Background: an optimization exercise with open tools, aiming at small area. Do not read the settings as production practice.
RTL that was checked went through simulation tests only; none was proved equivalent to the original.
Only the layout flow was run in run 2; the RTL was not checked for function there.

==> flow/design.v, too long to show whole: its modules and the start of the top module <==
// module axis_fraction_divider: 4127 lines
module axis_fraction_divider (
    input  wire        aclk,
    input  wire        aclken,
    input  wire        aresetn,
    input  wire        s_axis_divisor_tvalid,
    input  wire [31:0] s_axis_divisor_tdata,
    input  wire [0:0]  s_axis_divisor_tuser,
    input  wire        s_axis_dividend_tvalid,
    input  wire [31:0] s_axis_dividend_tdata,
    input  wire [0:0]  s_axis_dividend_tuser,
    output wire        m_axis_dout_tvalid,
    output wire [47:0] m_axis_dout_tdata,
    output wire [0:0]  m_axis_dout_tuser
);
  // ...
==> flow/run.sh <==
#!/bin/bash
# synth_recipe.tcl (not shown) runs the flow's synth.tcl, then flattens the netlist and writes it again
# the make line also repeats each setting of config.mk as NAME=value (left out here)
make -C /OpenROAD-flow-scripts/flow DESIGN_CONFIG=/design/flow/config.mk WORK_HOME=/design/flow/orfs CLKGATE_MAP_FILE= SYNTH_SCRIPT=/design/flow/synth_recipe.tcl finish
==> flow/config.mk <==
export PLATFORM = sky130hd
export DESIGN_NAME = axis_fraction_divider
export DESIGN_NICKNAME = axis_fraction_divider
export VERILOG_FILES = /design/flow/design.v
export SDC_FILE = /design/flow/constraint.sdc
export NUM_CORES = 4
export LEC_CHECK = 0
export ABC_AREA = 1
export CAP_MARGIN = 20
export CORE_MARGIN = 2
export CORE_UTILIZATION = 70
export CTS_BUF_LIST = sky130_fd_sc_hd__clkbuf_16
export CTS_CLUSTER_DIAMETER = 80
export CTS_CLUSTER_SIZE = 25
export GPL_TIMING_DRIVEN = 0
export PLACE_DENSITY = 0.85
export SLEW_MARGIN = 20
==> flow/constraint.sdc <==
create_clock -name core_clock -period 7.5 [get_ports {aclk}]
set_input_delay 1.5000 -clock core_clock [delete_from_list [all_inputs] [get_ports {aclk}]]
set_output_delay 1.5000 -clock core_clock [all_outputs]
set_load 0.01 [all_outputs]
==> flow_metrics.py, run 1 <==
metrics = {
    "status": {
        "status": "timing/DRC/antenna clean",
    },
    "timing": {
        "hold_viol": 0,
        "fin_skew_ns": 0.0500,
    },
    "setup_path": {
        "crit_path_top_delay_cell": "edfxtp_1",
        "worst_setup_path_end_kind": "output port",
        "reg2regPathDepth": 38,
        "critPathMaxStageDelay_ns": 0.46,
        "path_depth": 36,
        "endpoint": "m_axis_dout_tdata[0]",
    },
    "drt": {
        "vias": 93100,
        "first_iter_violations": 9284,
        "wl_met3_microns": 18700,
        "wl_met2_microns": 137000,
        "first_pass_iters": 10,
    },
    "layout": {
        "final.fill_count": 10000,
        "clock_buffers": 81,
        "diodes": 7,
        "final-nonclk-buf-share": 0.0325,
        "utilization": 0.754,
        "final_common_cell": "nand2_1",
        "largest_register": "R_q45",
        "final_nets": 13800,
    },
    "synth": {
        "yosysWarningCount": 1,
        "yosys.area_share.adder": 0.000776,
        "ys_seq_area_frac": 0.399,
        "synth_compound_area_frac": 0.0627,
        "yosys.area_share.xor_xnor": 0.0791,
        "synthTopCellsByArea": "edfxtp_1 (40%), nand2_1 (18%), nand3_1 (7.8%), xor2_1 (6.8%), inv_1 (6.3%)",
    },
    "grt": {
        "grt_max_degree": 159,
        "top_usage_layer": "met2",
        "groute.usage.overall": 0.387,
    },
    "clock_tree": {
        "path_clk_slew_ns": 0.09,
        "cts_tree": "done",
        "htreeDepth": 3,
    },
    "floorplan": {
        "die_width_microns": 376,
        "fp.dieH_microns": 376,
        "design.die.area_sq_mm": 0.141,
        "ios": 121,
        "n_tap_cell": 1794,
    },
    "run": {
        "maxCapViolCount": 0,
    },
}
==> inputs of run 2 (changes only) <==
--- a/flow/design.v
+++ b/flow/design.v
@@ -98,22 +98,4 @@
 wire [5:0] q5 = {q4, g5};
-reg [5:0] R_r5;
-reg [31:0] R_d5;
-reg [5:0] R_q5;
-reg R_v5;
-reg [25:0] R_a5;
-always @(posedge aclk) begin
-    if (~aresetn) R_v5 <= 1'b0;
-    else if (aclken) R_v5 <= v_in;
-end
-always @(posedge aclk) begin
-    if (aclken) begin
-        R_r5 <= r5;
-        R_d5 <= d_in;
-        R_q5 <= q5;
-        R_a5 <= a_in[25:0];
-    end
-end
-wire [31:0] A5 = {6'b0, R_a5};
-wire [6:0] t6 = {R_r5, A5[25]};
-wire [6:0] e6 = R_d5[6:0];
+wire [6:0] t6 = {r5, a_in[25]};
+wire [6:0] e6 = d_in[6:0];
 wire c6_g0 = (t6[1] & e6[1]) | ((t6[1] | e6[1]) & (t6[0] | e6[0]));
@@ -135,8 +117,26 @@
 wire [6:0] ci6 = {c6_g4, c6_g6, c6_g3, c6_g5, c6_g0, (t6[0] | e6[0]), 1'b1};
-wire g6 = c6_g7 & &R_d5[31:7];
+wire g6 = c6_g7 & &d_in[31:7];
 wire [6:0] u6 = {7{g6}} & (e6 ^ ci6);
 wire [6:0] r6 = t6[6:0] ^ u6[6:0];
-wire [6:0] q6 = {R_q5, g6};
-wire [7:0] t7 = {r6, A5[24]};
-wire [7:0] e7 = R_d5[7:0];
+wire [6:0] q6 = {q5, g6};
+reg [6:0] R_r6;
+reg [31:0] R_d6;
+reg [6:0] R_q6;
+reg R_v6;
+reg [24:0] R_a6;
+always @(posedge aclk) begin
+    if (~aresetn) R_v6 <= 1'b0;
+    else if (aclken) R_v6 <= v_in;
+end
+always @(posedge aclk) begin
+    if (aclken) begin
+        R_r6 <= r6;
+        R_d6 <= d_in;
+        R_q6 <= q6;
+        R_a6 <= a_in[24:0];
+    end
+end
+wire [31:0] A6 = {7'b0, R_a6};
+wire [7:0] t7 = {R_r6, A6[24]};
+wire [7:0] e7 = R_d6[7:0];
 wire c7_g0 = (t7[1] & e7[1]) | ((t7[1] | e7[1]) & (t7[0] | e7[0]));
@@ -164,8 +164,8 @@
 wire [7:0] ci7 = {c7_g10, c7_g7, c7_g9, c7_g4, c7_g8, c7_g0, (t7[0] | e7[0]), 1'b1};
-wire g7 = c7_g6 & &R_d5[31:8];
+wire g7 = c7_g6 & &R_d6[31:8];
 wire [7:0] u7 = {8{g7}} & (e7 ^ ci7);
 wire [7:0] r7 = t7[7:0] ^ u7[7:0];
-wire [7:0] q7 = {q6, g7};
-wire [8:0] t8 = {r7, A5[23]};
-wire [8:0] e8 = R_d5[8:0];
+wire [7:0] q7 = {R_q6, g7};
+wire [8:0] t8 = {r7, A6[23]};
+wire [8:0] e8 = R_d6[8:0];
 wire c8_g0 = (t8[1] & e8[1]) | ((t8[1] | e8[1]) & (t8[0] | e8[0]));
@@ -195,3 +195,3 @@
 wire [8:0] ci8 = {c8_g6, c8_g10, c8_g7, c8_g9, c8_g4, c8_g8, c8_g0, (t8[0] | e8[0]), 1'b1};
-wire g8 = c8_g11 & &R_d5[31:9];
+wire g8 = c8_g11 & &R_d6[31:9];
 wire [8:0] u8 = {9{g8}} & (e8 ^ ci8);
@@ -199,4 +199,4 @@
 wire [8:0] q8 = {q7, g8};
-wire [9:0] t9 = {r8, A5[22]};
-wire [9:0] e9 = R_d5[9:0];
+wire [9:0] t9 = {r8, A6[22]};
+wire [9:0] e9 = R_d6[9:0];
 wire c9_g0 = (t9[1] & e9[1]) | ((t9[1] | e9[1]) & (t9[0] | e9[0]));
@@ -230,3 +230,3 @@
 wire [9:0] ci9 = {c9_g13, c9_g7, c9_g12, c9_g8, c9_g11, c9_g5, c9_g10, c9_g0, (t9[0] | e9[0]), 1'b1};
-wire g9 = c9_g9 & &R_d5[31:10];
+wire g9 = c9_g9 & &R_d6[31:10];
 wire [9:0] u9 = {10{g9}} & (e9 ^ ci9);
@@ -234,22 +234,4 @@
 wire [9:0] q9 = {q8, g9};
-reg [9:0] R_r9;
-reg [31:0] R_d9;
-reg [9:0] R_q9;
-reg R_v9;
-reg [21:0] R_a9;
-always @(posedge aclk) begin
-    if (~aresetn) R_v9 <= 1'b0;
-    else if (aclken) R_v9 <= R_v5;
-end
-always @(posedge aclk) begin
-    if (aclken) begin
-        R_r9 <= r9;
-        R_d9 <= R_d5;
-        R_q9 <= q9;
-        R_a9 <= A5[21:0];
-    end
-end
-wire [31:0] A9 = {10'b0, R_a9};
-wire [10:0] t10 = {R_r9, A9[21]};
-wire [10:0] e10 = R_d9[10:0];
+wire [10:0] t10 = {r9, A6[21]};
+wire [10:0] e10 = R_d6[10:0];
 wire c10_g0 = (t10[1] & e10[1]) | ((t10[1] | e10[1]) & (t10[0] | e10[0]));
@@ -285,8 +267,8 @@
 wire [10:0] ci10 = {c10_g9, c10_g13, c10_g7, c10_g12, c10_g8, c10_g11, c10_g5, c10_g10, c10_g0, (t10[0] | e10[0]), 1'b1};
-wire g10 = c10_g14 & &R_d9[31:11];
+wire g10 = c10_g14 & &R_d6[31:11];
 wire [10:0] u10 = {11{g10}} & (e10 ^ ci10);
 wire [10:0] r10 = t10[10:0] ^ u10[10:0];
-wire [10:0] q10 = {R_q9, g10};
-wire [11:0] t11 = {r10, A9[20]};
-wire [11:0] e11 = R_d9[11:0];
+wire [10:0] q10 = {q9, g10};
+wire [11:0] t11 = {r10, A6[20]};
+wire [11:0] e11 = R_d6[11:0];
 wire c11_g0 = (t11[1] & e11[1]) | ((t11[1] | e11[1]) & (t11[0] | e11[0]));
@@ -328,3 +310,3 @@
 wire [11:0] ci11 = {c11_g17, c11_g12, c11_g16, c11_g9, c11_g15, c11_g11, c11_g14, c11_g6, c11_g13, c11_g0, (t11[0] | e11[0]), 1'b1};
-wire g11 = c11_g10 & &R_d9[31:12];
+wire g11 = c11_g10 & &R_d6[31:12];
 wire [11:0] u11 = {12{g11}} & (e11 ^ ci11);
@@ -332,4 +314,22 @@
 wire [11:0] q11 = {q10, g11};
-wire [12:0] t12 = {r11, A9[19]};
-wire [12:0] e12 = R_d9[12:0];
+reg [11:0] R_r11;
+reg [31:0] R_d11;
+reg [11:0] R_q11;
+reg R_v11;
+reg [19:0] R_a11;
+always @(posedge aclk) begin
+    if (~aresetn) R_v11 <= 1'b0;
+    else if (aclken) R_v11 <= R_v6;
+end
+always @(posedge aclk) begin
+    if (aclken) begin
+        R_r11 <= r11;
+        R_d11 <= R_d6;
+        R_q11 <= q11;
+        R_a11 <= A6[19:0];
+    end
+end
+wire [31:0] A11 = {12'b0, R_a11};
+wire [12:0] t12 = {R_r11, A11[19]};
+wire [12:0] e12 = R_d11[12:0];
 wire c12_g0 = (t12[1] & e12[1]) | ((t12[1] | e12[1]) & (t12[0] | e12[0]));
@@ -373,8 +373,8 @@
 wire [12:0] ci12 = {c12_g10, c12_g17, c12_g12, c12_g16, c12_g9, c12_g15, c12_g11, c12_g14, c12_g6, c12_g13, c12_g0, (t12[0] | e12[0]), 1'b1};
-wire g12 = c12_g18 & &R_d9[31:13];
+wire g12 = c12_g18 & &R_d11[31:13];
 wire [12:0] u12 = {13{g12}} & (e12 ^ ci12);
 wire [12:0] r12 = t12[12:0] ^ u12[12:0];
-wire [12:0] q12 = {q11, g12};
-wire [13:0] t13 = {r12, A9[18]};
-wire [13:0] e13 = R_d9[13:0];
+wire [12:0] q12 = {R_q11, g12};
+wire [13:0] t13 = {r12, A11[18]};
+wire [13:0] e13 = R_d11[13:0];
 wire c13_g0 = (t13[1] & e13[1]) | ((t13[1] | e13[1]) & (t13[0] | e13[0]));
@@ -422,3 +422,3 @@
 wire [13:0] ci13 = {c13_g20, c13_g11, c13_g19, c13_g13, c13_g18, c13_g10, c13_g17, c13_g12, c13_g16, c13_g7, c13_g15, c13_g0, (t13[0] | e13[0]), 1'b1};
-wire g13 = c13_g14 & &R_d9[31:14];
+wire g13 = c13_g14 & &R_d11[31:14];
 wire [13:0] u13 = {14{g13}} & (e13 ^ ci13);
@@ -426,22 +426,4 @@
 wire [13:0] q13 = {q12, g13};
-reg [13:0] R_r13;
-reg [31:0] R_d13;
-reg [13:0] R_q13;
-reg R_v13;
-reg [17:0] R_a13;
-always @(posedge aclk) begin
-    if (~aresetn) R_v13 <= 1'b0;
-    else if (aclken) R_v13 <= R_v9;
-end
-always @(posedge aclk) begin
-    if (aclken) begin
-        R_r13 <= r13;
-        R_d13 <= R_d9;
-        R_q13 <= q13;
-        R_a13 <= A9[17:0];
-    end
-end
-wire [31:0] A13 = {14'b0, R_a13};
-wire [14:0] t14 = {R_r13, A13[17]};
-wire [14:0] e14 = R_d13[14:0];
+wire [14:0] t14 = {r13, A11[17]};
+wire [14:0] e14 = R_d11[14:0];
 wire c14_g0 = (t14[1] & e14[1]) | ((t14[1] | e14[1]) & (t14[0] | e14[0]));
@@ -491,8 +473,8 @@
 wire [14:0] ci14 = {c14_g14, c14_g20, c14_g11, c14_g19, c14_g13, c14_g18, c14_g10, c14_g17, c14_g12, c14_g16, c14_g7, c14_g15, c14_g0, (t14[0] | e14[0]), 1'b1};
-wire g14 = c14_g21 & &R_d13[31:15];
+wire g14 = c14_g21 & &R_d11[31:15];
 wire [14:0] u14 = {15{g14}} & (e14 ^ ci14);
 wire [14:0] r14 = t14[14:0] ^ u14[14:0];
-wire [14:0] q14 = {R_q13, g14};
-wire [15:0] t15 = {r14, A13[16]};
-wire [15:0] e15 = R_d13[15:0];
+wire [14:0] q14 = {q13, g14};
+wire [15:0] t15 = {r14, A11[16]};
+wire [15:0] e15 = R_d11[15:0];
 wire c15_g0 = (t15[1] & e15[1]) | ((t15[1] | e15[1]) & (t15[0] | e15[0]));
@@ -550,3 +532,3 @@
 wire [15:0] ci15 = {c15_g25, c15_g18, c15_g24, c15_g15, c15_g23, c15_g17, c15_g22, c15_g12, c15_g21, c15_g16, c15_g20, c15_g8, c15_g19, c15_g0, (t15[0] | e15[0]), 1'b1};
-wire g15 = c15_g14 & &R_d13[31:16];
+wire g15 = c15_g14 & &R_d11[31:16];
 wire [15:0] u15 = {16{g15}} & (e15 ^ ci15);
@@ -554,4 +536,4 @@
 wire [15:0] q15 = {q14, g15};
-wire [16:0] t16 = {r15, A13[15]};
-wire [16:0] e16 = R_d13[16:0];
+wire [16:0] t16 = {r15, A11[15]};
+wire [16:0] e16 = R_d11[16:0];
 wire c16_g0 = (t16[1] & e16[1]) | ((t16[1] | e16[1]) & (t16[0] | e16[0]));
@@ -611,3 +593,3 @@
 wire [16:0] ci16 = {c16_g14, c16_g25, c16_g18, c16_g24, c16_g15, c16_g23, c16_g17, c16_g22, c16_g12, c16_g21, c16_g16, c16_g20, c16_g8, c16_g19, c16_g0, (t16[0] | e16[0]), 1'b1};
-wire g16 = c16_g26 & &R_d13[31:17];
+wire g16 = c16_g26 & &R_d11[31:17];
 wire [16:0] u16 = {17{g16}} & (e16 ^ ci16);
@@ -622,3 +604,3 @@
     if (~aresetn) R_v16 <= 1'b0;
-    else if (aclken) R_v16 <= R_v13;
+    else if (aclken) R_v16 <= R_v11;
 end
@@ -627,5 +609,5 @@
         R_r16 <= r16;
-        R_d16 <= R_d13;
+        R_d16 <= R_d11;
         R_q16 <= q16;
-        R_a16 <= A13[14:0];
+        R_a16 <= A11[14:0];
     end
@@ -838,22 +820,4 @@
 wire [19:0] q19 = {q18, g19};
-reg [19:0] R_r19;
-reg [31:0] R_d19;
-reg [19:0] R_q19;
-reg R_v19;
-reg [11:0] R_a19;
-always @(posedge aclk) begin
-    if (~aresetn) R_v19 <= 1'b0;
-    else if (aclken) R_v19 <= R_v16;
-end
-always @(posedge aclk) begin
-    if (aclken) begin
-        R_r19 <= r19;
-        R_d19 <= R_d16;
-        R_q19 <= q19;
-        R_a19 <= A16[11:0];
-    end
-end
-wire [31:0] A19 = {20'b0, R_a19};
-wire [20:0] t20 = {R_r19, A19[11]};
-wire [20:0] e20 = R_d19[20:0];
+wire [20:0] t20 = {r19, A16[11]};
+wire [20:0] e20 = R_d16[20:0];
 wire c20_g0 = (t20[1] & e20[1]) | ((t20[1] | e20[1]) & (t20[0] | e20[0]));
@@ -927,8 +891,8 @@
 wire [20:0] ci20 = {c20_g19, c20_g32, c20_g23, c20_g31, c20_g17, c20_g30, c20_g22, c20_g29, c20_g18, c20_g28, c20_g21, c20_g27, c20_g15, c20_g26, c20_g20, c20_g25, c20_g10, c20_g24, c20_g0, (t20[0] | e20[0]), 1'b1};
-wire g20 = c20_g33 & &R_d19[31:21];
+wire g20 = c20_g33 & &R_d16[31:21];
 wire [20:0] u20 = {21{g20}} & (e20 ^ ci20);
 wire [20:0] r20 = t20[20:0] ^ u20[20:0];
-wire [20:0] q20 = {R_q19, g20};
-wire [21:0] t21 = {r20, A19[10]};
-wire [21:0] e21 = R_d19[21:0];
+wire [20:0] q20 = {q19, g20};
+wire [21:0] t21 = {r20, A16[10]};
+wire [21:0] e21 = R_d16[21:0];
 wire c21_g0 = (t21[1] & e21[1]) | ((t21[1] | e21[1]) & (t21[0] | e21[0]));
@@ -1006,3 +970,3 @@
 wire [21:0] ci21 = {c21_g35, c21_g20, c21_g34, c21_g24, c21_g33, c21_g18, c21_g32, c21_g23, c21_g31, c21_g19, c21_g30, c21_g22, c21_g29, c21_g16, c21_g28, c21_g21, c21_g27, c21_g11, c21_g26, c21_g0, (t21[0] | e21[0]), 1'b1};
-wire g21 = c21_g25 & &R_d19[31:22];
+wire g21 = c21_g25 & &R_d16[31:22];
 wire [21:0] u21 = {22{g21}} & (e21 ^ ci21);
@@ -1010,4 +974,22 @@
 wire [21:0] q21 = {q20, g21};
-wire [22:0] t22 = {r21, A19[9]};
-wire [22:0] e22 = R_d19[22:0];
+reg [21:0] R_r21;
+reg [31:0] R_d21;
+reg [21:0] R_q21;
+reg R_v21;
+reg [9:0] R_a21;
+always @(posedge aclk) begin
+    if (~aresetn) R_v21 <= 1'b0;
+    else if (aclken) R_v21 <= R_v16;
+end
+always @(posedge aclk) begin
+    if (aclken) begin
+        R_r21 <= r21;
+        R_d21 <= R_d16;
+        R_q21 <= q21;
+        R_a21 <= A16[9:0];
+    end
+end
+wire [31:0] A21 = {22'b0, R_a21};
+wire [22:0] t22 = {R_r21, A21[9]};
+wire [22:0] e22 = R_d21[22:0];
 wire c22_g0 = (t22[1] & e22[1]) | ((t22[1] | e22[1]) & (t22[0] | e22[0]));
@@ -1087,26 +1069,8 @@
 wire [22:0] ci22 = {c22_g25, c22_g35, c22_g20, c22_g34, c22_g24, c22_g33, c22_g18, c22_g32, c22_g23, c22_g31, c22_g19, c22_g30, c22_g22, c22_g29, c22_g16, c22_g28, c22_g21, c22_g27, c22_g11, c22_g26, c22_g0, (t22[0] | e22[0]), 1'b1};
-wire g22 = c22_g36 & &R_d19[31:23];
+wire g22 = c22_g36 & &R_d21[31:23];
 wire [22:0] u22 = {23{g22}} & (e22 ^ ci22);
 wire [22:0] r22 = t22[22:0] ^ u22[22:0];
-wire [22:0] q22 = {q21, g22};
-reg [22:0] R_r22;
-reg [31:0] R_d22;
-reg [22:0] R_q22;
-reg R_v22;
-reg [8:0] R_a22;
-always @(posedge aclk) begin
-    if (~aresetn) R_v22 <= 1'b0;
-    else if (aclken) R_v22 <= R_v19;
-end
-always @(posedge aclk) begin
-    if (aclken) begin
-        R_r22 <= r22;
-        R_d22 <= R_d19;
-        R_q22 <= q22;
-        R_a22 <= A19[8:0];
-    end
-end
-wire [31:0] A22 = {23'b0, R_a22};
-wire [23:0] t23 = {R_r22, A22[8]};
-wire [23:0] e23 = R_d22[23:0];
+wire [22:0] q22 = {R_q21, g22};
+wire [23:0] t23 = {r22, A21[8]};
+wire [23:0] e23 = R_d21[23:0];
 wire c23_g0 = (t23[1] & e23[1]) | ((t23[1] | e23[1]) & (t23[0] | e23[0]));
@@ -1194,8 +1158,8 @@
 wire [23:0] ci23 = {c23_g40, c23_g29, c23_g39, c23_g24, c23_g38, c23_g28, c23_g37, c23_g21, c23_g36, c23_g27, c23_g35, c23_g23, c23_g34, c23_g26, c23_g33, c23_g18, c23_g32, c23_g25, c23_g31, c23_g12, c23_g30, c23_g0, (t23[0] | e23[0]), 1'b1};
-wire g23 = c23_g22 & &R_d22[31:24];
+wire g23 = c23_g22 & &R_d21[31:24];
 wire [23:0] u23 = {24{g23}} & (e23 ^ ci23);
 wire [23:0] r23 = t23[23:0] ^ u23[23:0];
-wire [23:0] q23 = {R_q22, g23};
-wire [24:0] t24 = {r23, A22[7]};
-wire [24:0] e24 = R_d22[24:0];
+wire [23:0] q23 = {q22, g23};
+wire [24:0] t24 = {r23, A21[7]};
+wire [24:0] e24 = R_d21[24:0];
 wire c24_g0 = (t24[1] & e24[1]) | ((t24[1] | e24[1]) & (t24[0] | e24[0]));
@@ -1285,3 +1249,3 @@
 wire [24:0] ci24 = {c24_g22, c24_g40, c24_g29, c24_g39, c24_g24, c24_g38, c24_g28, c24_g37, c24_g21, c24_g36, c24_g27, c24_g35, c24_g23, c24_g34, c24_g26, c24_g33, c24_g18, c24_g32, c24_g25, c24_g31, c24_g12, c24_g30, c24_g0, (t24[0] | e24[0]), 1'b1};
-wire g24 = c24_g41 & &R_d22[31:25];
+wire g24 = c24_g41 & &R_d21[31:25];
 wire [24:0] u24 = {25{g24}} & (e24 ^ ci24);
@@ -1289,4 +1253,4 @@
 wire [24:0] q24 = {q23, g24};
-wire [25:0] t25 = {r24, A22[6]};
-wire [25:0] e25 = R_d22[25:0];
+wire [25:0] t25 = {r24, A21[6]};
+wire [25:0] e25 = R_d21[25:0];
 wire c25_g0 = (t25[1] & e25[1]) | ((t25[1] | e25[1]) & (t25[0] | e25[0]));
@@ -1380,3 +1344,3 @@
 wire [25:0] ci25 = {c25_g43, c25_g23, c25_g42, c25_g30, c25_g41, c25_g25, c25_g40, c25_g29, c25_g39, c25_g22, c25_g38, c25_g28, c25_g37, c25_g24, c25_g36, c25_g27, c25_g35, c25_g19, c25_g34, c25_g26, c25_g33, c25_g13, c25_g32, c25_g0, (t25[0] | e25[0]), 1'b1};
-wire g25 = c25_g31 & &R_d22[31:26];
+wire g25 = c25_g31 & &R_d21[31:26];
 wire [25:0] u25 = {26{g25}} & (e25 ^ ci25);
@@ -1384,22 +1348,4 @@
 wire [25:0] q25 = {q24, g25};
-reg [25:0] R_r25;
-reg [31:0] R_d25;
-reg [25:0] R_q25;
-reg R_v25;
-reg [5:0] R_a25;
-always @(posedge aclk) begin
-    if (~aresetn) R_v25 <= 1'b0;
-    else if (aclken) R_v25 <= R_v22;
-end
-always @(posedge aclk) begin
-    if (aclken) begin
-        R_r25 <= r25;
-        R_d25 <= R_d22;
-        R_q25 <= q25;
-        R_a25 <= A22[5:0];
-    end
-end
-wire [31:0] A25 = {26'b0, R_a25};
-wire [26:0] t26 = {R_r25, A25[5]};
-wire [26:0] e26 = R_d25[26:0];
+wire [26:0] t26 = {r25, A21[5]};
+wire [26:0] e26 = R_d21[26:0];
 wire c26_g0 = (t26[1] & e26[1]) | ((t26[1] | e26[1]) & (t26[0] | e26[0]));
@@ -1495,8 +1441,26 @@
 wire [26:0] ci26 = {c26_g31, c26_g43, c26_g23, c26_g42, c26_g30, c26_g41, c26_g25, c26_g40, c26_g29, c26_g39, c26_g22, c26_g38, c26_g28, c26_g37, c26_g24, c26_g36, c26_g27, c26_g35, c26_g19, c26_g34, c26_g26, c26_g33, c26_g13, c26_g32, c26_g0, (t26[0] | e26[0]), 1'b1};
-wire g26 = c26_g44 & &R_d25[31:27];
+wire g26 = c26_g44 & &R_d21[31:27];
 wire [26:0] u26 = {27{g26}} & (e26 ^ ci26);
 wire [26:0] r26 = t26[26:0] ^ u26[26:0];
-wire [26:0] q26 = {R_q25, g26};
-wire [27:0] t27 = {r26, A25[4]};
-wire [27:0] e27 = R_d25[27:0];
+wire [26:0] q26 = {q25, g26};
+reg [26:0] R_r26;
+reg [31:0] R_d26;
+reg [26:0] R_q26;
+reg R_v26;
+reg [4:0] R_a26;
+always @(posedge aclk) begin
+    if (~aresetn) R_v26 <= 1'b0;
+    else if (aclken) R_v26 <= R_v21;
+end
+always @(posedge aclk) begin
+    if (aclken) begin
+        R_r26 <= r26;
+        R_d26 <= R_d21;
+        R_q26 <= q26;
+        R_a26 <= A21[4:0];
+    end
+end
+wire [31:0] A26 = {27'b0, R_a26};
+wire [27:0] t27 = {R_r26, A26[4]};
+wire [27:0] e27 = R_d26[27:0];
 wire c27_g0 = (t27[1] & e27[1]) | ((t27[1] | e27[1]) & (t27[0] | e27[0]));
@@ -1598,8 +1562,8 @@
 wire [27:0] ci27 = {c27_g47, c27_g34, c27_g46, c27_g25, c27_g45, c27_g33, c27_g44, c27_g27, c27_g43, c27_g32, c27_g42, c27_g24, c27_g41, c27_g31, c27_g40, c27_g26, c27_g39, c27_g30, c27_g38, c27_g21, c27_g37, c27_g29, c27_g36, c27_g14, c27_g35, c27_g0, (t27[0] | e27[0]), 1'b1};
-wire g27 = c27_g28 & &R_d25[31:28];
+wire g27 = c27_g28 & &R_d26[31:28];
 wire [27:0] u27 = {28{g27}} & (e27 ^ ci27);
 wire [27:0] r27 = t27[27:0] ^ u27[27:0];
-wire [27:0] q27 = {q26, g27};
-wire [28:0] t28 = {r27, A25[3]};
-wire [28:0] e28 = R_d25[28:0];
+wire [27:0] q27 = {R_q26, g27};
+wire [28:0] t28 = {r27, A26[3]};
+wire [28:0] e28 = R_d26[28:0];
 wire c28_g0 = (t28[1] & e28[1]) | ((t28[1] | e28[1]) & (t28[0] | e28[0]));
@@ -1703,3 +1667,3 @@
 wire [28:0] ci28 = {c28_g28, c28_g47, c28_g34, c28_g46, c28_g25, c28_g45, c28_g33, c28_g44, c28_g27, c28_g43, c28_g32, c28_g42, c28_g24, c28_g41, c28_g31, c28_g40, c28_g26, c28_g39, c28_g30, c28_g38, c28_g21, c28_g37, c28_g29, c28_g36, c28_g14, c28_g35, c28_g0, (t28[0] | e28[0]), 1'b1};
-wire g28 = c28_g48 & &R_d25[31:29];
+wire g28 = c28_g48 & &R_d26[31:29];
 wire [28:0] u28 = {29{g28}} & (e28 ^ ci28);
@@ -1707,22 +1671,4 @@
 wire [28:0] q28 = {q27, g28};
-reg [28:0] R_r28;
-reg [31:0] R_d28;
-reg [28:0] R_q28;
-reg R_v28;
-reg [2:0] R_a28;
-always @(posedge aclk) begin
-    if (~aresetn) R_v28 <= 1'b0;
-    else if (aclken) R_v28 <= R_v25;
-end
-always @(posedge aclk) begin
-    if (aclken) begin
-        R_r28 <= r28;
-        R_d28 <= R_d25;
-        R_q28 <= q28;
-        R_a28 <= A25[2:0];
-    end
-end
-wire [31:0] A28 = {29'b0, R_a28};
-wire [29:0] t29 = {R_r28, A28[2]};
-wire [29:0] e29 = R_d28[29:0];
+wire [29:0] t29 = {r28, A26[2]};
+wire [29:0] e29 = R_d26[29:0];
 wire c29_g0 = (t29[1] & e29[1]) | ((t29[1] | e29[1]) & (t29[0] | e29[0]));
@@ -1830,8 +1776,8 @@
 wire [29:0] ci29 = {c29_g50, c29_g29, c29_g49, c29_g35, c29_g48, c29_g26, c29_g47, c29_g34, c29_g46, c29_g28, c29_g45, c29_g33, c29_g44, c29_g25, c29_g43, c29_g32, c29_g42, c29_g27, c29_g41, c29_g31, c29_g40, c29_g22, c29_g39, c29_g30, c29_g38, c29_g15, c29_g37, c29_g0, (t29[0] | e29[0]), 1'b1};
-wire g29 = c29_g36 & &R_d28[31:30];
+wire g29 = c29_g36 & &R_d26[31:30];
 wire [29:0] u29 = {30{g29}} & (e29 ^ ci29);
 wire [29:0] r29 = t29[29:0] ^ u29[29:0];
-wire [29:0] q29 = {R_q28, g29};
-wire [30:0] t30 = {r29, A28[1]};
-wire [30:0] e30 = R_d28[30:0];
+wire [29:0] q29 = {q28, g29};
+wire [30:0] t30 = {r29, A26[1]};
+wire [30:0] e30 = R_d26[30:0];
 wire c30_g0 = (t30[1] & e30[1]) | ((t30[1] | e30[1]) & (t30[0] | e30[0]));
@@ -1941,3 +1887,3 @@
 wire [30:0] ci30 = {c30_g36, c30_g50, c30_g29, c30_g49, c30_g35, c30_g48, c30_g26, c30_g47, c30_g34, c30_g46, c30_g28, c30_g45, c30_g33, c30_g44, c30_g25, c30_g43, c30_g32, c30_g42, c30_g27, c30_g41, c30_g31, c30_g40, c30_g22, c30_g39, c30_g30, c30_g38, c30_g15, c30_g37, c30_g0, (t30[0] | e30[0]), 1'b1};
-wire g30 = c30_g51 & &R_d28[31:31];
+wire g30 = c30_g51 & &R_d26[31:31];
 wire [30:0] u30 = {31{g30}} & (e30 ^ ci30);
@@ -1945,4 +1891,22 @@
 wire [30:0] q30 = {q29, g30};
-wire [31:0] t31 = {r30, A28[0]};
-wire [31:0] e31 = R_d28[31:0];
+reg [30:0] R_r30;
+reg [31:0] R_d30;
+reg [30:0] R_q30;
+reg R_v30;
+reg [0:0] R_a30;
+always @(posedge aclk) begin
+    if (~aresetn) R_v30 <= 1'b0;
+    else if (aclken) R_v30 <= R_v26;
+end
+always @(posedge aclk) begin
+    if (aclken) begin
+        R_r30 <= r30;
+        R_d30 <= R_d26;
+        R_q30 <= q30;
+        R_a30 <= A26[0:0];
+    end
+end
+wire [31:0] A30 = {31'b0, R_a30};
+wire [31:0] t31 = {R_r30, A30[0]};
+wire [31:0] e31 = R_d30[31:0];
 wire c31_g0 = (t31[1] & e31[1]) | ((t31[1] | e31[1]) & (t31[0] | e31[0]));
@@ -2065,20 +2029,5 @@
 wire [31:0] r31 = t31[31:0] ^ u31[31:0];
-wire [31:0] q31 = {q30, g31};
-reg [31:0] R_r31;
-reg [31:0] R_d31;
-reg [31:0] R_q31;
-reg R_v31;
-always @(posedge aclk) begin
-    if (~aresetn) R_v31 <= 1'b0;
-    else if (aclken) R_v31 <= R_v28;
-end
-always @(posedge aclk) begin
-    if (aclken) begin
-        R_r31 <= r31;
-        R_d31 <= R_d28;
-        R_q31 <= q31;
-    end
-end
-wire [32:0] t32 = {R_r31, 1'b0};
-wire [32:0] e32 = {1'b1, R_d31};
+wire [31:0] q31 = {R_q30, g31};
+wire [32:0] t32 = {r31, 1'b0};
+wire [32:0] e32 = {1'b1, R_d30};
 wire c32_g0 = (t32[1] & e32[1]) | ((t32[1] | e32[1]) & (t32[0] | e32[0]));
@@ -2203,5 +2152,5 @@
 wire [31:0] r32 = t32[31:0] ^ u32[31:0];
-wire [32:0] q32 = {R_q31, g32};
+wire [32:0] q32 = {q31, g32};
 wire [32:0] t33 = {r32, 1'b0};
-wire [32:0] e33 = {1'b1, R_d31};
+wire [32:0] e33 = {1'b1, R_d30};
 wire c33_g0 = (t33[1] & e33[1]) | ((t33[1] | e33[1]) & (t33[0] | e33[0]));
@@ -2328,3 +2277,3 @@
 wire [32:0] t34 = {r33, 1'b0};
-wire [32:0] e34 = {1'b1, R_d31};
+wire [32:0] e34 = {1'b1, R_d30};
 wire c34_g0 = (t34[1] & e34[1]) | ((t34[1] | e34[1]) & (t34[0] | e34[0]));
@@ -2456,3 +2405,3 @@
     if (~aresetn) R_v34 <= 1'b0;
-    else if (aclken) R_v34 <= R_v31;
+    else if (aclken) R_v34 <= R_v30;
 end
@@ -2461,3 +2410,3 @@
         R_r34 <= r34;
-        R_d34 <= R_d31;
+        R_d34 <= R_d30;
         R_q34 <= q34;
@@ -2834,19 +2783,4 @@
 wire [37:0] q37 = {q36, g37};
-reg [31:0] R_r37;
-reg [31:0] R_d37;
-reg [37:0] R_q37;
-reg R_v37;
-always @(posedge aclk) begin
-    if (~aresetn) R_v37 <= 1'b0;
-    else if (aclken) R_v37 <= R_v34;
-end
-always @(posedge aclk) begin
-    if (aclken) begin
-        R_r37 <= r37;
-        R_d37 <= R_d34;
-        R_q37 <= q37;
-    end
-end
-wire [32:0] t38 = {R_r37, 1'b0};
-wire [32:0] e38 = {1'b1, R_d37};
+wire [32:0] t38 = {r37, 1'b0};
+wire [32:0] e38 = {1'b1, R_d34};
 wire c38_g0 = (t38[1] & e38[1]) | ((t38[1] | e38[1]) & (t38[0] | e38[0]));
@@ -2971,5 +2905,20 @@
 wire [31:0] r38 = t38[31:0] ^ u38[31:0];
-wire [38:0] q38 = {R_q37, g38};
-wire [32:0] t39 = {r38, 1'b0};
-wire [32:0] e39 = {1'b1, R_d37};
+wire [38:0] q38 = {q37, g38};
+reg [31:0] R_r38;
+reg [31:0] R_d38;
+reg [38:0] R_q38;
+reg R_v38;
+always @(posedge aclk) begin
+    if (~aresetn) R_v38 <= 1'b0;
+    else if (aclken) R_v38 <= R_v34;
+end
+always @(posedge aclk) begin
+    if (aclken) begin
+        R_r38 <= r38;
+        R_d38 <= R_d34;
+        R_q38 <= q38;
+    end
+end
+wire [32:0] t39 = {R_r38, 1'b0};
+wire [32:0] e39 = {1'b1, R_d38};
 wire c39_g0 = (t39[1] & e39[1]) | ((t39[1] | e39[1]) & (t39[0] | e39[0]));
@@ -3094,5 +3043,5 @@
 wire [31:0] r39 = t39[31:0] ^ u39[31:0];
-wire [39:0] q39 = {q38, g39};
+wire [39:0] q39 = {R_q38, g39};
 wire [32:0] t40 = {r39, 1'b0};
-wire [32:0] e40 = {1'b1, R_d37};
+wire [32:0] e40 = {1'b1, R_d38};
 wire c40_g0 = (t40[1] & e40[1]) | ((t40[1] | e40[1]) & (t40[0] | e40[0]));
@@ -3218,19 +3167,4 @@
 wire [40:0] q40 = {q39, g40};
-reg [31:0] R_r40;
-reg [31:0] R_d40;
-reg [40:0] R_q40;
-reg R_v40;
-always @(posedge aclk) begin
-    if (~aresetn) R_v40 <= 1'b0;
-    else if (aclken) R_v40 <= R_v37;
-end
-always @(posedge aclk) begin
-    if (aclken) begin
-        R_r40 <= r40;
-        R_d40 <= R_d37;
-        R_q40 <= q40;
-    end
-end
-wire [32:0] t41 = {R_r40, 1'b0};
-wire [32:0] e41 = {1'b1, R_d40};
+wire [32:0] t41 = {r40, 1'b0};
+wire [32:0] e41 = {1'b1, R_d38};
 wire c41_g0 = (t41[1] & e41[1]) | ((t41[1] | e41[1]) & (t41[0] | e41[0]));
@@ -3355,5 +3289,5 @@
 wire [31:0] r41 = t41[31:0] ^ u41[31:0];
-wire [41:0] q41 = {R_q40, g41};
+wire [41:0] q41 = {q40, g41};
 wire [32:0] t42 = {r41, 1'b0};
-wire [32:0] e42 = {1'b1, R_d40};
+wire [32:0] e42 = {1'b1, R_d38};
 wire c42_g0 = (t42[1] & e42[1]) | ((t42[1] | e42[1]) & (t42[0] | e42[0]));
@@ -3479,4 +3413,19 @@
 wire [42:0] q42 = {q41, g42};
-wire [32:0] t43 = {r42, 1'b0};
-wire [32:0] e43 = {1'b1, R_d40};
+reg [31:0] R_r42;
+reg [31:0] R_d42;
+reg [42:0] R_q42;
+reg R_v42;
+always @(posedge aclk) begin
+    if (~aresetn) R_v42 <= 1'b0;
+    else if (aclken) R_v42 <= R_v38;
+end
+always @(posedge aclk) begin
+    if (aclken) begin
+        R_r42 <= r42;
+        R_d42 <= R_d38;
+        R_q42 <= q42;
+    end
+end
+wire [32:0] t43 = {R_r42, 1'b0};
+wire [32:0] e43 = {1'b1, R_d42};
 wire c43_g0 = (t43[1] & e43[1]) | ((t43[1] | e43[1]) & (t43[0] | e43[0]));
@@ -3601,20 +3550,5 @@
 wire [31:0] r43 = t43[31:0] ^ u43[31:0];
-wire [43:0] q43 = {q42, g43};
-reg [31:0] R_r43;
-reg [31:0] R_d43;
-reg [43:0] R_q43;
-reg R_v43;
-always @(posedge aclk) begin
-    if (~aresetn) R_v43 <= 1'b0;
-    else if (aclken) R_v43 <= R_v40;
-end
-always @(posedge aclk) begin
-    if (aclken) begin
-        R_r43 <= r43;
-        R_d43 <= R_d40;
-        R_q43 <= q43;
-    end
-end
-wire [32:0] t44 = {R_r43, 1'b0};
-wire [32:0] e44 = {1'b1, R_d43};
+wire [43:0] q43 = {R_q42, g43};
+wire [32:0] t44 = {r43, 1'b0};
+wire [32:0] e44 = {1'b1, R_d42};
 wire c44_g0 = (t44[1] & e44[1]) | ((t44[1] | e44[1]) & (t44[0] | e44[0]));
@@ -3739,5 +3673,5 @@
 wire [31:0] r44 = t44[31:0] ^ u44[31:0];
-wire [44:0] q44 = {R_q43, g44};
+wire [44:0] q44 = {q43, g44};
 wire [32:0] t45 = {r44, 1'b0};
-wire [32:0] e45 = {1'b1, R_d43};
+wire [32:0] e45 = {1'b1, R_d42};
 wire c45_g0 = (t45[1] & e45[1]) | ((t45[1] | e45[1]) & (t45[0] | e45[0]));
@@ -3869,3 +3803,3 @@
     if (~aresetn) R_v45 <= 1'b0;
-    else if (aclken) R_v45 <= R_v43;
+    else if (aclken) R_v45 <= R_v42;
 end
@@ -3874,3 +3808,3 @@
         R_r45 <= r45;
-        R_d45 <= R_d43;
+        R_d45 <= R_d42;
         R_q45 <= q45;
--- a/flow/config.mk
+++ b/flow/config.mk
@@ -10,8 +10,5 @@
 export CORE_MARGIN = 2
-export CORE_UTILIZATION = 70
-export CTS_BUF_LIST = sky130_fd_sc_hd__clkbuf_16
-export CTS_CLUSTER_DIAMETER = 80
-export CTS_CLUSTER_SIZE = 25
+export CORE_UTILIZATION = 45
 export GPL_TIMING_DRIVEN = 0
-export PLACE_DENSITY = 0.85
+export PLACE_DENSITY = 0.6
 export SLEW_MARGIN = 20
==> run 2 against run 1 <==
Against the previous run: sequential share of layout area is 12 points lower; now fails the layout checks on setup timing; first-iteration DRC count is 37% lower; maximum frequency is 13% lower; critical path type is now reg2reg; highest routed layer unchanged; synthesized cell count is 0.97% lower.
==> flow_metrics.py, run 2 <==
metrics = {
    "status": {
        "status": "complete, but fails checks",
        "so_faults": "setup timing",
    },
    "synth": {
        "netlist_area_sq_mm": 0.0856,
        "postSynthCellCount": 13400,
        "yosysWarningCount": 1,
        "synth_flop_cell": "edfxtp_1",
        "avgSynthCellArea_sq_um": 6.40,
        "ys_top_cells_by_count": "nand2_1 (5,074), nand3_1 (1,634), inv_1 (1,549)",
        "yosysMostFrequentCell": "nand2_1",
        "netlist.area_leader.share": 0.323,
        "syn_nets": 13500,
        "ys_ff_latch": 929,
        "async_flop_share": 0,
        "synthTopCellsByArea": "edfxtp_1 (32%), nand2_1 (22%), nand3_1 (9.6%), xor2_1 (7.3%), inv_1 (6.8%)",
        "yosys.area.top_type": "edfxtp_1",
        "synth_edf_count": 919,
        "synth_cell_types": 74,
        "ys_seq_area_frac": 0.325,
    },
    "setup_path": {
        "critical_path_class": "reg2reg",
        "worstPathArrival_ns": 8.83,
        "critPathLaunchType": "flip-flop",
        "crit_path_top_delay_cell": "edfxtp_1",
        "reg2regPathDepth": 60,
        "worstPathRequired_ns": 7.99,
        "worst_setup_path_end_kind": "flip-flop",
        "r2r_setup_slack_ns": -0.83,
        "critPathMaxStageDelay_ns": 0.67,
        "crit_fanout": 10,
        "worst_r2r_endpoint": "R_r26[16]",
        "r2r_start": "R_d21[27]",
        "crit_top_cell": "nand2_4",
    },
    "timing": {
        "rsz0062_at_grt": "true",
        "max-slew-margin-rel": 0.303,
        "fin_skew_ns": 0.0439,
        "max_freq_mhz": 120,
        "setup_violations": 205,
        "worst_slew_pin_slew_ns": 1.03,
        "hold_viol": 0,
        "finalCritPeriodShare": 1.11,
        "slew_viol_final": 0,
        "tns_ns": -61.64,
        "min_period_ns": 8.33,
        "setup_slack_ns": -0.833,
        "holdWs_ns": 0.390,
    },
    "clock_tree": {
        "root_buffer": "clkbuf_16",
        "clockBufferDepth": 3,
        "clk_latency_ns": 0.78,
        "clock-sinks": 929,
        "cts_tree": "done",
        "path_clk_slew_ns": 0.07,
        "cts_buffers": 108,
        "htreeDepth": 3,
    },
    "worst_hold_path": {
        "worstHoldStart": "R_q42[11]",
        "min_path_type": "reg2reg",
        "hold_depth": 0,
        "min_to": "R_q45[14]",
    },
    "layout": {
        "final.fill_count": 17300,
        "final_layout_size_suffix_gt1_frac": 0.225,
        "largest_reg_flops": 46,
        "area_delta_synth_final_pct": 30.4,
        "largest_register": "R_q45",
        "fin_area_sq_mm": 0.112,
        "final_nets": 14600,
        "mostFrequentLayoutCells": "nand2_1 (4,308), inv_1 (1,485), nand3_1 (1,407), edfxtp_1 (919), nor2_1 (895)",
        "regArea_sq_mm": 0.0278,
        "reg_top3": "R_q45: 46 flops, R_q42: 43 flops, R_q38: 39 flops",
        "final_common_cell": "nand2_1",
        "instances_no_fill": 17100,
        "utilization": 0.589,
        "multi_input_area_sq_mm": 0.0570,
    },
    "place": {
        "dp_hpwl_microns": 205000,
        "portBuffers": 114,
        "place.gp.congestion": 0.921,
        "dpl-instance-area_sq_mm": 0.0901,
        "dp_cells": 16000,
        "dp_slack_ns": -2.36,
    },
    "floorplan": {
        "fp.dieH_microns": 440,
        "ios": 121,
        "die_width_microns": 440,
        "std_cell_rows": 160,
        "design.die.area_sq_mm": 0.194,
        "core_sq_mm": 0.190,
        "initial_core_util": 0.451,
    },
    "drt": {
        "vias_per_cell": 5.29,
        "first_pass_iters": 7,
        "first_iter_violations": 5883,
        "wl_microns": 281000,
        "drcViolationCount": 0,
        "ant_nets": 0,
        "wl_per_cell_microns": 16.4,
        "vias": 90800,
    },
    "grt": {
        "antenna_found_initial": 9,
        "first_global_vias": 83300,
        "overflow": 0,
        "groute.usage.overall": 0.275,
        "grt_pass1_wl_microns": 430000,
        "grt_max_degree": 160,
    },
    "run": {
        "maxCapViolCount": 0,
    },
}
run 2: cell count changes after synthesis, moves of 34 or more:
cell / previous run / this run
edfxtp_1: 1277 / 919
nand2_1: 4765 / 5074
nand3_1: 1511 / 1634
inv_1: 1634 / 1549
clkbuf_1: 98 / 159
clkinv_1: 28 / 71
nor2_2: 47 / 13
xor2_1: 746 / 712
run 2: layer usage:
layer	GRT usage	vias up	routed length (microns)
li1	-	45500	-
met1	0.327	42200	115000
met2	0.495	2366	139000
met3	0.0277	664	12300
met4	0.128	2	15000
met5	0	-	13
run 2: worst max path at each step:
| stage | from | to | slack (ns) | cells past startpoint |
|---|---|---|---|---|
| final | R_d21[27] | R_r26[16] | -0.83 | 60 |
| after global routing | R_d21[4] | R_r26[16] | -1.22 | 74 |
| after CTS | R_d45[0] | m_axis_dout_tdata[0] | -0.87 | 47 |
| after detailed placement | R_d34[1] | R_r38[31] | -2.36 | 56 |
| after global placement | aclken | R_v6 | -34.39 | 4 |
| after floorplan | s_axis_divisor_tdata[16] | R_r6[3] | 0.002 | 56 |
run 2: repair_timing:
item | 4_1_cts | 5_1_grt
setup buffers | 635 | 233
hold buffers | 0 | 0
cloned | 54 | 23
resized for setup | 1562 | 1054
endpoints found under the setup margin | 259 | 257
pin swaps | 546 | 491
run 2: cells by family (layout without fill, tap and decap cells):
logic type,count (synthesis),count (layout),share of synthesized area
AOI/OAI and AO/OA,952,952,0.0630
xor gates and xnor gates,779,779,0.0798
adders and majority gates,6,6,0.000848
buffers and inverters,2045,3299,0.0978
DFF,929,929,0.325
other,0,2,0
and+or+nand+nor,8665,8671,0.434
run 2: layout make-up:
class                   instances  area share
flip-flops and latches        929       0.249
clock buffers                 126      0.0253
repair buffers               1059      0.0914
well taps                    2511      0.0282
clock inverters                72     0.00897
multi-input cells           10400       0.511
inverters                    1672      0.0577
diodes                          2   0.0000449
plain buffers                 370      0.0283
run 2: critical path, delay by kind of cell, from the launching register on:
kind | cells | cell delay, ns
compound gates | 3 | 0.76
buf+inv | 14 | 2.04
flops | 1 | 0.67
xor+xnor | 1 | 0.20
simple gates | 42 | 4.37

==> afterwards: timing with drivers on the ports <==
No port has a modelled driver above. Below, the same layouts with a new extraction and two added sets of constraints. Step 1, drivers: a clkbuf_16 drives aclk and a buf_2 each remaining input, both assumed. Step 2 adds t to the input delays and takes it off the output delays; t is the mean of the earliest and latest rising clock arrival at the registers after step 1. Input paths then give back, and output paths get back, about the clock's delay inside the block. Slacks: ideal ports / drivers / drivers and shift; pairs: ideal ports / drivers.
run | t, ns | setup WS [ns] | worst setup path at the end | clock arrival spread, ns
run 1 | 0.846 | 0.227 / 0.141 / 0.135 | input to register | 0.064 / 0.064
run 2 | 0.851 | -0.833 / -0.833 / -1.061 | input to register | 0.047 / 0.047
The setup slack of run 2, which loses most, moves by 0.000 ns with the drivers and by -0.228 ns with both steps.
